Source: an optimization exercise on an open RTL-to-GDS flow (aim: small area, a short achievable clock period and few clock cycles per item). Production flows keep margins and buffers that such runs may drop. In this exercise RTL edits were held to simulation tests only and were not proved equivalent to the original.

sierra:
Design div_unit, start of the top module:
module div_unit #(
    parameter integer K = 5
) (
    input  logic        clk_i,
    input  logic        rst_ni,
    input  logic        start_i,
    input  logic [2:0]  op_type_i,
    input  logic [31:0] operand_a_i,
    input  logic [31:0] operand_b_i,
    output logic [31:0] result_o,
    output logic        done_o,
    output logic        busy_o,
    output logic        exception_valid_o,
    output logic [31:0] exception_cause_o
);
    localparam integer W  = 32 + K - 1;        
    localparam integer MM = (32 + K - 1) / K;  
    logic        busy_q, done_q, first_q, acc_q;
    logic [3:0]  cnt_q;
    logic [2:0]  op_q;
    logic [31:0] r_q, d_q, q_q;
    logic        sa_q, exc_q;
    logic        sgn, sa0, sa, sb, bz, ovf;
    logic [31:0] x0, bm, nb;
    logic [32:0] cb;
    logic [5:0]  la, lb;
    logic signed [7:0] n;
    logic [3:0]  m, mcur;
    assign sgn = ~op_q[0];
    assign sa0 = sgn & r_q[31];
    assign sa  = first_q ? sa0 : sa_q;
    assign sb  = sgn & d_q[31];
    assign x0  = r_q ^ {32{first_q & sa0}};
    assign bm  = d_q ^ {32{sb}};
    assign bz  = (d_q == 32'd0);
    assign ovf = (r_q == 32'h80000000) && (d_q == 32'hFFFFFFFF);
    assign cb[0] = ~sb;
    for (genvar i = 0; i < 32; i++) begin : g_inc
        assign nb[i]    = ~bm[i] ^ cb[i];
        assign cb[i+1] = ~bm[i] & cb[i];
    end
    always_comb begin
        la = 6'd0;
        lb = 6'd0;
        for (int i = 0; i < 32; i++) begin
            if (x0[i]) la = 6'(i + 1);
            if (bm[i]) lb = 6'(i + 1);
        end
    end
    assign n = $signed({2'b00, la}) - $signed({2'b00, lb}) + $signed({7'd0, sa0 & ~sb}) + 8'sd1;
    always_comb begin
        m = 4'd1;
        for (int j = 2; j <= MM; j++)
            if (n > (j - 1) * K) m = 4'(j);
    end
    assign mcur = first_q ? m : cnt_q;
    logic [W-1:0] yw;
    always_comb begin
        yw = '1;
        for (int j = 1; j <= MM; j++)
            if (mcur == 4'(j))
                yw = W'({1'b1, nb}) << (j * K - 1);
    end
    logic [31:0]  rs [0:K];
    logic [K-1:0] qb;
    assign rs[0] = x0;
    for (genvar j = 0; j < K; j++) begin : g_step
        logic [W-1:0] yj;
        logic         hiok;
  ...
For scale: roughly 2500 cells after synthesis, ~110 flip-flops, roughly 140 I/O pins.
clock: 150.0 ns
lec_check: 0
abc_area: 1
cap_margin: 20
core_margin: 2
core_utilization: 65
slew_margin: 20
standard.sh (not shown) runs the stock make flow with config.mk's settings and CLKGATE_MAP_FILE= SYNTH_SCRIPT=/design/flow/synth_recipe.tcl, a recipe that flattens the netlist after the stock synthesis.
==> flow/flow/run.sh <==
#!/bin/bash
# Standard ORFS layout; only the port buffers are the smallest buffer cell
# instead of the default choice. Each tool's output goes to its own log.
set -euo pipefail
export BUFFER_PORTS_ARGS="-buffer_cell sky130_fd_sc_hd__buf_1"
bash standard.sh > standard_flow.log 2>&1
Testbench counts of sierra, summed over its fixed seeds: cycles 5,099, ops 1,600.
[inputs] indigo vs sierra
- CORE_UTILIZATION changed from 65 to 40
[summary]
Looking at indigo and sierra, the arrival time of the worst setup path is a wash.
Final clock period utilization by the worst path delta (indigo -> sierra): insignificant
For the die area, indigo came in about 60% higher than sierra did.
Sequential share of layout area for indigo: 0.24 points down relative to sierra
Compared indigo against sierra; critical path's largest stage delay within noise.
indigo vs sierra — non-clock buffer instance count of the final layout rose 8.1%.
| routed wire length | indigo vs sierra | about 9% higher |
In indigo the count of clock-buffer cells in the layout turned out 3 higher than in sierra.
Here is what was changed in the inputs of tundra compared with indigo.
- changing CORE_UTILIZATION from 40 to 65
==> flow/flow/run.sh <==
#!/bin/bash
# Standard ORFS layout with two changes: the logic is mapped with the ABC
# script in flow/abc_area.script, and the port buffers are the smallest
# buffer cell. Each tool's output goes to its own log file.
set -euo pipefail
rm -rf orfs_scripts
cp -r "$FLOW_HOME/scripts" orfs_scripts
cp flow/abc_area.script orfs_scripts/abc_area.script
export SCRIPTS_DIR="$PWD/orfs_scripts"
export BUFFER_PORTS_ARGS="-buffer_cell sky130_fd_sc_hd__buf_1"
bash standard.sh > standard_flow.log 2>&1
==> flow/flow/abc_area.script (new file) <==
strash
dch
amap
topo
Results
In the metrics for tundra and indigo, the one carrying the lower number of instances on the worst hold path is indigo.
indigo → tundra: share of the cycle needed by the critical path after routing saw an increase; via count saw an increase.
Run comparison: indigo critical path class reg -> out; tundra critical path class reg -> reg
--- input diff tundra..garnet ---
==> flow/flow/abc_area.script <==
strash
dch
map -a
topo
stime -c
buffer -c
upsize -c
dnsize -c
### Flow results
Lower insertion delay to the later sink of the worst-skew pair was reported by garnet, not tundra.
The lower global-route wire length before repair of garnet and tundra is in garnet.
Fraction of standard cell area that is sequential was lower in the run labelled garnet.
Between garnet and tundra, area added between synthesis and finish is higher for tundra, garnet comes in under that.
The worst slew slack as a fraction of its limit of garnet was inferior to that of tundra.
Sort garnet and tundra by maximum fanout encountered on the critical timing path, ascending, and garnet comes first.
The global-route usage of garnet is lower than that of tundra.

* * *

div_unit, a different RTL version from the one above (not shown whole).
For scale: about 1,800 cells after synthesis, ~110 flip-flops, about 140 I/O pins, roughly 13,000 sq um of cells after synthesis.
export LEC_CHECK = 0
export ABC_AREA = 1
export CAP_MARGIN = 20
export CORE_MARGIN = 2
export CORE_UTILIZATION = 65
export SLEW_MARGIN = 20
create_clock -name core_clock -period 150.0 [get_ports {clk_i}]
==> flow/flow/run.sh <==
#!/bin/bash
# Standard ORFS layout with two changes: the logic is mapped with the ABC
# script in flow/abc_area.script, and constant outputs share one tie cell, and the port buffers are the smallest
# buffer cell. Each tool's output goes to its own log file.
set -euo pipefail
rm -rf orfs_scripts
cp -r "$FLOW_HOME/scripts" orfs_scripts
cp flow/abc_area.script orfs_scripts/abc_area.script
export SCRIPTS_DIR="$PWD/orfs_scripts"
export SKIP_REPAIR_TIE_FANOUT=1
export BUFFER_PORTS_ARGS="-buffer_cell sky130_fd_sc_hd__buf_1"
bash standard.sh > standard_flow.log 2>&1
==> flow/flow/abc_area.script <==
strash
dch
amap -m -A 4 -F 2
topo
stime -c
buffer -c
dnsize -c
Testbench counts at the start, summed over its fixed seeds: cycles 5,665, ops 1,600.
Change:
==> flow/flow/abc_area.script (replaced) <==
strash
dch -f
amap -m
topo
stime -c
buffer -c
dnsize -c
Result: Synthesized area barely changes; worst hold slack degrades by 0.0038 ns; setup slack degrades by 0.0080 ns; sequential cell count does not change; register-to-register slack improves by 0.27 ns; synthesized cell count grows by 3.4%; critical path depth is unchanged; sequential share of layout area is about the same.

* * *

== rev 12 ==
div_unit, a different RTL version from the one above (not shown whole).
Size: ~110 flip-flops.
clock: 150.0 ns
lec_check: 0
abc_area: 1
cap_margin: 20
core_margin: 2
core_utilization: 65
cts_buf_list: sky130_fd_sc_hd__clkbuf_8 sky130_fd_sc_hd__clkbuf_16
cts_cluster_size: 20
slew_margin: 20
==> flow/flow/run.sh <==
#!/bin/bash
# Standard ORFS layout (bash standard.sh) with four changes:
#  - the logic is mapped with the area-oriented ABC script in
#    flow/abc_area.script (used through a copy of the ORFS scripts folder);
#  - Yosys does not pre-map full and half adders (ADDER_MAP_FILE empty), so
#    ABC maps all the logic;
#  - constant outputs keep the single tie cell from synthesis
#    (SKIP_REPAIR_TIE_FANOUT);
#  - the input and output port buffers are sky130_fd_sc_hd__buf_1.
# The flow's full output is in standard_flow.log; ORFS keeps each step's log
# under orfs/logs/.
set -euo pipefail
rm -rf orfs_scripts
cp -r "$FLOW_HOME/scripts" orfs_scripts
cp flow/abc_area.script orfs_scripts/abc_area.script
export SCRIPTS_DIR="$PWD/orfs_scripts"
export ADDER_MAP_FILE=
export SKIP_REPAIR_TIE_FANOUT=1
export BUFFER_PORTS_ARGS="-buffer_cell sky130_fd_sc_hd__buf_1"
bash standard.sh > standard_flow.log 2>&1
==> flow/flow/abc_area.script <==
strash
balance
rewrite
refactor
balance
rewrite
rewrite -z
balance
refactor -z
rewrite -z
balance
dch
amap -m
topo
stime -c
buffer -c
dnsize -c
Testbench counts of rev 12, summed over its fixed seeds: cycles 5,099, ops 1,600.
## Diff of input files: rev 13 against rev 12
- CTS_CLUSTER_SIZE: 20 -> unset
- CTS_BUF_LIST: sky130_fd_sc_hd__clkbuf_8 sky130_fd_sc_hd__clkbuf_16 -> unset
==> comparison <==
Rev 12 -> rev 13: site row count delta 0, exact match. Taking rev 12 as the reference, in rev 13 number of DRC violations after detailed routing comparable; wire length after detailed routing closely matched the old numbers; worst setup margin comparable. The detailed route wirelength on metal2 was comparable across rev 12 and rev 13. Rev 13 went all the way through the flow, and no timing, DRC or antenna check failed. Delta (rev 13 minus rev 12): critical path depth was more or less identical; minimum hold slack was more or less identical.

* * *

## main
div_unit with an RTL version that a note above also has.
For scale: about 1800 cells after synthesis, ~110 flip-flops, ~140 I/O pins.
==> flow/design.v (excerpt) <==
module div_unit #(
    parameter integer K = 4
) (
    input  logic        clk_i,
    input  logic        rst_ni,
    input  logic        start_i,
    input  logic [2:0]  op_type_i,
    input  logic [31:0] operand_a_i,
    input  logic [31:0] operand_b_i,
    output logic [31:0] result_o,
    output logic        done_o,
    output logic        busy_o,
    output logic        exception_valid_o,
    output logic [31:0] exception_cause_o
);
    localparam integer W  = 32 + K - 1;        
    localparam integer MM = (32 + K - 1) / K;  
    localparam integer CW = (MM > 8) ? 4 : 3;    
    logic        busy_q, done_q, first_q, acc;
    logic [CW-1:0] cnt_q;
    logic [2:0]  op_q;
    logic [31:0] r_q, d_q, q_q;
    logic        sa_q, exc_q;
    logic        sgn, sa0, sa, sb, bz, ovf;
    logic [31:0] x0, bm, nb;
    logic [32:0] cb;
    logic [5:0]  la, lb;
    logic signed [7:0] n;
    logic [CW-1:0] mm1, rc;
  ...
==> flow/config.mk <==
export PLATFORM = sky130hd
export DESIGN_NAME = div_unit
export DESIGN_NICKNAME = div_unit
export VERILOG_FILES = /design/flow/design.v
export SDC_FILE = /design/flow/constraint.sdc
export NUM_CORES = 4
export LEC_CHECK = 0
export ABC_AREA = 1
export CAP_MARGIN = 20
export CORE_MARGIN = 2
export CORE_UTILIZATION = 75
export SLEW_MARGIN = 20
==> flow/constraint.sdc <==
create_clock -name core_clock -period 150.0 [get_ports {clk_i}]
set_input_delay 30.0000 -clock core_clock [delete_from_list [all_inputs] [get_ports {clk_i}]]
set_output_delay 30.0000 -clock core_clock [all_outputs]
set_load 0.01 [all_outputs]
==> flow/flow/run.sh <==
#!/bin/bash
# Standard ORFS layout with two changes: the logic is mapped with the ABC
# script in flow/abc_area.script, and constant outputs share one tie cell, and the port buffers are the smallest
# buffer cell. Each tool's output goes to its own log file.
set -euo pipefail
rm -rf orfs_scripts
cp -r "$FLOW_HOME/scripts" orfs_scripts
cp flow/abc_area.script orfs_scripts/abc_area.script
export SCRIPTS_DIR="$PWD/orfs_scripts"
export SKIP_REPAIR_TIE_FANOUT=1
export BUFFER_PORTS_ARGS="-buffer_cell sky130_fd_sc_hd__buf_1"
bash standard.sh > standard_flow.log 2>&1
==> flow/flow/abc_area.script <==
strash
dch -f
amap -m
topo
stime -c
buffer -c
dnsize -c
Testbench counts of main, summed over its fixed seeds: cycles 5,665, ops 1,600.
Input changes introduced in the feature branch (baseline for comparison: main):
Settings: CORE_UTILIZATION changed from 75 to 65.
--- a/flow/flow/run.sh
+++ b/flow/flow/run.sh
@@ -1,5 +1,10 @@
 #!/bin/bash
-# Standard ORFS layout with two changes: the logic is mapped with the ABC
-# script in flow/abc_area.script, and constant outputs share one tie cell, and the port buffers are the smallest
-# buffer cell. Each tool's output goes to its own log file.
+# Standard ORFS layout (bash standard.sh) with three changes:
+#  - the logic is mapped with the area-oriented ABC script in
+#    flow/abc_area.script (used through a copy of the ORFS scripts folder);
+#  - constant outputs keep the single tie cell from synthesis
+#    (SKIP_REPAIR_TIE_FANOUT);
+#  - the input and output port buffers are sky130_fd_sc_hd__buf_1.
+# The flow's full output is in standard_flow.log; ORFS keeps each step's log
+# under orfs/logs/.
 set -euo pipefail
==> flow/flow/abc_area.script <==
strash
dch
amap -m -A 4 -F 2
topo
stime -c
buffer -c
dnsize -c
## What came out
Number of standard-cell rows in the floorplan delta for the feature branch relative to main: 4 higher. From main to the feature branch the numbers moved as follows: highest clock frequency the design can meet shows no meaningful change; time the worst path needs with I/O delays and setup has remained practically unchanged. The xor and xnor area share after synthesis was comparable across main and the feature branch. Cmp the feature branch vs main: number of search-and-repair iterations in the first detailed-routing pass lower in the feature branch.

* * *

div_unit, a different RTL version from the one above (not shown whole).
Size: ~2300 cells after synthesis, roughly 140 I/O pins, about 16000 um2 of cells after synthesis.
==> flow/config.mk <==
export PLATFORM = sky130hd
export DESIGN_NAME = div_unit
export DESIGN_NICKNAME = div_unit
export VERILOG_FILES = /design/flow/design.v
export SDC_FILE = /design/flow/constraint.sdc
export NUM_CORES = 4
export LEC_CHECK = 0
export ABC_AREA = 1
export CAP_MARGIN = 0
export CORE_MARGIN = 2
export CORE_UTILIZATION = 65
export SLEW_MARGIN = 0
==> flow/constraint.sdc <==
create_clock -name core_clock -period 150.0 [get_ports {clk_i}]
set_input_delay 30.0000 -clock core_clock [delete_from_list [all_inputs] [get_ports {clk_i}]]
set_output_delay 30.0000 -clock core_clock [all_outputs]
set_load 0.01 [all_outputs]
==> flow/flow/run.sh <==
#!/bin/bash
# Standard ORFS layout with two changes: the logic is mapped with the ABC
# script in flow/abc_area.script, and constant outputs share one tie cell, and the port buffers are the smallest
# buffer cell. Each tool's output goes to its own log file.
set -euo pipefail
rm -rf orfs_scripts
cp -r "$FLOW_HOME/scripts" orfs_scripts
cp flow/abc_area.script orfs_scripts/abc_area.script
export SCRIPTS_DIR="$PWD/orfs_scripts"
export SKIP_REPAIR_TIE_FANOUT=1
export BUFFER_PORTS_ARGS="-buffer_cell sky130_fd_sc_hd__buf_1"
bash standard.sh > standard_flow.log 2>&1
==> flow/flow/abc_area.script <==
strash
dch
map -B 0.5 -D 12000
topo
stime -c
buffer -c
upsize -c -D 14000
dnsize -c -D 14000
Testbench counts at the start, summed over its fixed seeds: cycles 5,099, ops 1,600.
Rerun with:
- CAP_MARGIN: 0 -> 20
- SLEW_MARGIN: 0 -> 20
=> First-iteration DRC count is unchanged. Worst hold slack does not change. Setup slack does not change. Routed wire length is unchanged. Count of clock-buffer cells in the layout stays the same. Core utilization stays the same. Cell area does not change. Die area is unchanged. Non-clock buffer count is unchanged.

* * *

run 1:
The RTL this note starts from:
==> flow/design.v <==
`timescale 1ns/1ps
`default_nettype none
module div_unit_step (
    input  logic [31:0] r,
    input  logic [31:0] y,
    input  logic        hiok,
    input  logic        sa,
    output logic        q,
    output logic [31:0] rn
);
    logic [31:0] g, p, gg, pp;
    always_comb begin
        g  = r & y;
        p  = r ^ y;
        gg = g;
        pp = p;
        for (int l = 0; l < 5; l++)
            for (int i = 0; i < 32; i++)
                if ((i % (2 << l)) == (2 << l) - 1) begin
                    gg[i] = gg[i] | (pp[i] & gg[i - (1 << l)]);
                    pp[i] = pp[i] & pp[i - (1 << l)];
                end
        for (int l = 3; l >= 0; l--)
            for (int i = 0; i < 32; i++)
                if ((i % (2 << l)) == (1 << l) - 1 && i >= (2 << l)) begin
                    gg[i] = gg[i] | (pp[i] & gg[i - (1 << l)]);
                    pp[i] = pp[i] & pp[i - (1 << l)];
                end
    end
    assign q  = hiok & ~(sa & r[31]) & (gg[31] | (sa & pp[31]));
    assign rn = q ? (p ^ {gg[30:0], 1'b0}) : r;
endmodule
module div_unit #(
    parameter integer K = 5
) (
    input  logic        clk_i,
    input  logic        rst_ni,
    input  logic        start_i,
    input  logic [2:0]  op_type_i,
    input  logic [31:0] operand_a_i,
    input  logic [31:0] operand_b_i,
    output logic [31:0] result_o,
    output logic        done_o,
    output logic        busy_o,
    output logic        exception_valid_o,
    output logic [31:0] exception_cause_o
);
    localparam integer W  = 32 + K - 1;        
    localparam integer MM = (32 + K - 1) / K;  
    logic        busy_q, done_q, first_q, acc_q;
    logic [3:0]  cnt_q;
    logic [2:0]  op_q;
    logic [31:0] r_q, d_q, q_q;
    logic        sa_q, exc_q;
    logic        sgn, sa0, sa, sb, bz, ovf;
    logic [31:0] x0, bm, nb;
    logic [32:0] cb;
    logic [5:0]  la, lb;
    logic signed [7:0] n;
    logic [3:0]  m, mcur;
    assign sgn = ~op_q[0];
    assign sa0 = sgn & r_q[31];
    assign sa  = first_q ? sa0 : sa_q;
    assign sb  = sgn & d_q[31];
    assign x0  = r_q ^ {32{first_q & sa0}};
    assign bm  = d_q ^ {32{sb}};
    assign bz  = (d_q == 32'd0);
    assign ovf = (r_q == 32'h80000000) && (d_q == 32'hFFFFFFFF);
    assign cb[0] = ~sb;
    for (genvar i = 0; i < 32; i++) begin : g_inc
        assign nb[i]    = ~bm[i] ^ cb[i];
        assign cb[i+1] = ~bm[i] & cb[i];
    end
    always_comb begin
        la = 6'd0;
        lb = 6'd0;
        for (int i = 0; i < 32; i++) begin
            if (x0[i]) la = 6'(i + 1);
            if (bm[i]) lb = 6'(i + 1);
        end
    end
    assign n = $signed({2'b00, la}) - $signed({2'b00, lb}) + $signed({7'd0, sa0 & ~sb}) + 8'sd1;
    always_comb begin
        m = 4'd1;
        for (int j = 2; j <= MM; j++)
            if (n > (j - 1) * K) m = 4'(j);
    end
    assign mcur = first_q ? m : cnt_q;
    logic [W-1:0] yw;
    always_comb begin
        yw = '1;
        for (int j = 1; j <= MM; j++)
            if (mcur == 4'(j))
                yw = W'({1'b1, nb}) << (j * K - 1);
    end
    logic [31:0]  rs [0:K];
    logic [K-1:0] qb;
    assign rs[0] = x0;
    for (genvar j = 0; j < K; j++) begin : g_step
        logic [W-1:0] yj;
        logic         hiok;
        assign yj = W'({{j{1'b1}}, yw} >> j);
        if (W - j > 32) begin : g_hi
            assign hiok = &yj[W-1-j:32];
        end else begin : g_nohi
            assign hiok = 1'b1;
        end
        div_unit_step u_step (
            .r(rs[j]), .y(yj[31:0]), .hiok(hiok), .sa(sa), .q(qb[K-1-j]), .rn(rs[j+1])
        );
    end
    logic        last, is_rem, negl, rflip;
    logic [31:0] qbase, qf, qn;
    logic [32:0] orq;
    assign last   = (mcur == 4'd1);
    assign is_rem = op_q[2] & op_q[1];
    assign qbase  = first_q ? 32'd0 : q_q;
    assign qf     = {qbase[31-K:0], qb & {K{op_q[2]}}};
    assign negl   = last & op_q[2] & ~op_q[1] & ((sa ^ sb) | bz);
    assign rflip  = sa;
    logic [32-K:0] orh;
    assign orq[0] = bz;
    assign orh[0] = 1'b0;
    for (genvar i = 0; i < 32; i++) begin : g_res
        if (i < K) begin : g_lo
            assign orq[i+1] = orq[i] | qf[i];
        end else begin : g_hi
            assign orh[i-K+1] = orh[i-K] | qf[i];
            assign orq[i+1]   = orq[K] | orh[i-K+1];
        end
        assign qn[i] = is_rem ? (rs[K][i] ^ rflip) : (qf[i] ^ (negl & orq[i]));
    end
    always_ff @(posedge clk_i or negedge rst_ni) begin
        if (!rst_ni) begin
            busy_q <= 1'b0;
            done_q <= 1'b0;
            acc_q  <= 1'b1;
        end else if (start_i) begin
            busy_q <= 1'b1;
            done_q <= 1'b0;
            acc_q  <= 1'b0;
        end else if (done_q) begin
            busy_q <= 1'b0;
            done_q <= 1'b0;
            acc_q  <= 1'b1;
        end else if (busy_q && last) begin
            done_q <= 1'b1;
            acc_q  <= 1'b1;
        end
    end
    always_ff @(posedge clk_i) begin
        first_q <= start_i;
        cnt_q   <= mcur - 4'd1;
        q_q     <= qn;
        if (acc_q) begin
            r_q  <= operand_a_i;
            d_q  <= operand_b_i;
            op_q <= op_type_i;
        end else begin
            r_q  <= rs[K];
        end
        if (first_q) begin
            sa_q  <= sa0;
            exc_q <= bz | ovf;
        end
    end
    assign result_o          = q_q;
    assign done_o            = done_q;
    assign busy_o            = busy_q;
    assign exception_valid_o = exc_q;
    assign exception_cause_o = {30'd0, exc_q, 1'b0};
endmodule
Settings: LEC_CHECK=0, ABC_AREA=1, CAP_MARGIN=20, CORE_MARGIN=2, CORE_UTILIZATION=65, SLEW_MARGIN=20; clock period 150.0 ns.
==> flow/flow/run.sh <==
#!/bin/bash
# Standard ORFS layout with two changes: the logic is mapped with the ABC
# script in flow/abc_area.script, and the port buffers are the smallest
# buffer cell. Each tool's output goes to its own log file.
set -euo pipefail
rm -rf orfs_scripts
cp -r "$FLOW_HOME/scripts" orfs_scripts
cp flow/abc_area.script orfs_scripts/abc_area.script
export SCRIPTS_DIR="$PWD/orfs_scripts"
export BUFFER_PORTS_ARGS="-buffer_cell sky130_fd_sc_hd__buf_1"
bash standard.sh > standard_flow.log 2>&1
==> flow/flow/abc_area.script <==
strash
dch
map -B 0.7 -D 12000
topo
stime -c
buffer -c
upsize -c -D 14000
dnsize -c -D 14000
Every stage of the flow completed for run 1, and the final layout passed the timing, DRC and antenna checks.
Testbench counts of run 1, summed over its fixed seeds: cycles 5,099, ops 1,600.
The inputs of run 2 differ from those of run 1 as listed below.
==> flow/flow/run.sh <==
#!/bin/bash
# Standard ORFS layout with two changes: the logic is mapped with the ABC
# script in flow/abc_area.script, and constant outputs share one tie cell, and the port buffers are the smallest
# buffer cell. Each tool's output goes to its own log file.
set -euo pipefail
rm -rf orfs_scripts
cp -r "$FLOW_HOME/scripts" orfs_scripts
cp flow/abc_area.script orfs_scripts/abc_area.script
export SCRIPTS_DIR="$PWD/orfs_scripts"
export SKIP_REPAIR_TIE_FANOUT=1
export BUFFER_PORTS_ARGS="-buffer_cell sky130_fd_sc_hd__buf_1"
bash standard.sh > standard_flow.log 2>&1
- Compared with run 1, via total after detailed routing in run 2 decreased slightly.
- Taking run 1 as the reference point, the smallest hold slack of run 2 rises by 0.0039 ns.
- Summary of run 2 over run 1: end-of-flow core utilization fell 0.57 points, actual slew at the worst max-slew pin rose 0.028 ns, final non-filler cell area fell 140 sq um, core region area about even.
- Non-clock buffer count: run 2 higher than run 1
Setup changes, run 2 to run 3
==> flow/flow/run.sh <==
#!/bin/bash
# Standard ORFS layout with two changes: the logic is mapped with the ABC
# script in flow/abc_area.script, and the port buffers are the smallest
# buffer cell. Each tool's output goes to its own log file.
set -euo pipefail
rm -rf orfs_scripts
cp -r "$FLOW_HOME/scripts" orfs_scripts
cp flow/abc_area.script orfs_scripts/abc_area.script
export SCRIPTS_DIR="$PWD/orfs_scripts"
export BUFFER_PORTS_ARGS="-buffer_cell sky130_fd_sc_hd__buf_1"
bash standard.sh > standard_flow.log 2>&1
==> flow/flow/abc_area.script <==
strash
dch
map -B 0.9 -D 14000
topo
stime -c
buffer -c
upsize -c -D 14000
dnsize -c -D 14000
[summary]
Vias: run 3 more than run 2. Where global-route wire length before repair is concerned, run 2 is better than run 3. Changes observed in run 3 relative to run 2: share of the synthesized area in compound gates (AO/OA/AOI/OAI) has decreased. ~same ratio of final minimum period to clock period in run 3 and run 2. When run 3 is set beside run 2, its minimum clock period after layout turns out to be 0.0090 ns larger. Total of clock buffers placed in the layout (run 3 over run 2): increase, 1.

-- afterwards: timing with drivers on the ports --
In the flow no input, the clock included, has a driving cell. The finished layouts below were timed again as built, in two steps. Step 1 assumes that a clkbuf_16 drives the clock port and a buf_2 every other input. Step 2 adds t to the input delays and takes it off the output delays; t is the mean of the earliest and latest rising clock arrival at the registers after step 1. Input paths then give back, and output paths get back, about the clock's delay inside the block. a / b / c = ideal / step 1 / step 2; a / b = the first two.
run	shift t [ns]	setup slack, ns	worst hold slack (ns)	clock arrival spread, ns
sierra	0.404	119.053 / 119.002 / 119.406	0.541 / 0.541 / 0.541	0.014 / 0.014
indigo	0.430	119.044 / 118.992 / 119.422	0.515 / 0.515 / 0.515	0.015 / 0.014
tundra	0.428	112.692 / 112.692 / 112.692	0.489 / 0.489 / 0.489	0.021 / 0.021
garnet	0.397	118.474 / 118.474 / 118.474	0.503 / 0.503 / 0.503	0.015 / 0.015
the first run of note 2	0.408	119.109 / 119.060 / 119.468	0.593 / 0.593 / 0.593	0.015 / 0.016
the second run of note 2	0.415	119.101 / 119.052 / 119.467	0.589 / 0.589 / 0.589	0.018 / 0.018
rev 12	0.383	119.076 / 119.038 / 119.421	0.581 / 0.581 / 0.581	0.010 / 0.010
rev 13	0.384	119.076 / 119.038 / 119.422	0.581 / 0.581 / 0.581	0.010 / 0.010
main	0.421	119.107 / 119.054 / 119.475	0.594 / 0.594 / 0.594	0.016 / 0.016
the feature branch	0.408	119.109 / 119.060 / 119.468	0.593 / 0.593 / 0.593	0.015 / 0.016
the first run of note 5	0.403	119.087 / 119.043 / 119.446	0.564 / 0.564 / 0.564	0.019 / 0.019
the second run of note 5	0.403	119.087 / 119.043 / 119.446	0.564 / 0.564 / 0.564	0.019 / 0.019
run 1	0.392	119.096 / 119.053 / 119.445	0.509 / 0.509 / 0.509	0.016 / 0.016
run 2	0.392	119.084 / 119.040 / 119.432	0.513 / 0.513 / 0.513	0.013 / 0.013
run 3	0.397	119.075 / 119.028 / 119.425	0.522 / 0.522 / 0.522	0.015 / 0.016
After both steps every run listed still meets setup and hold.
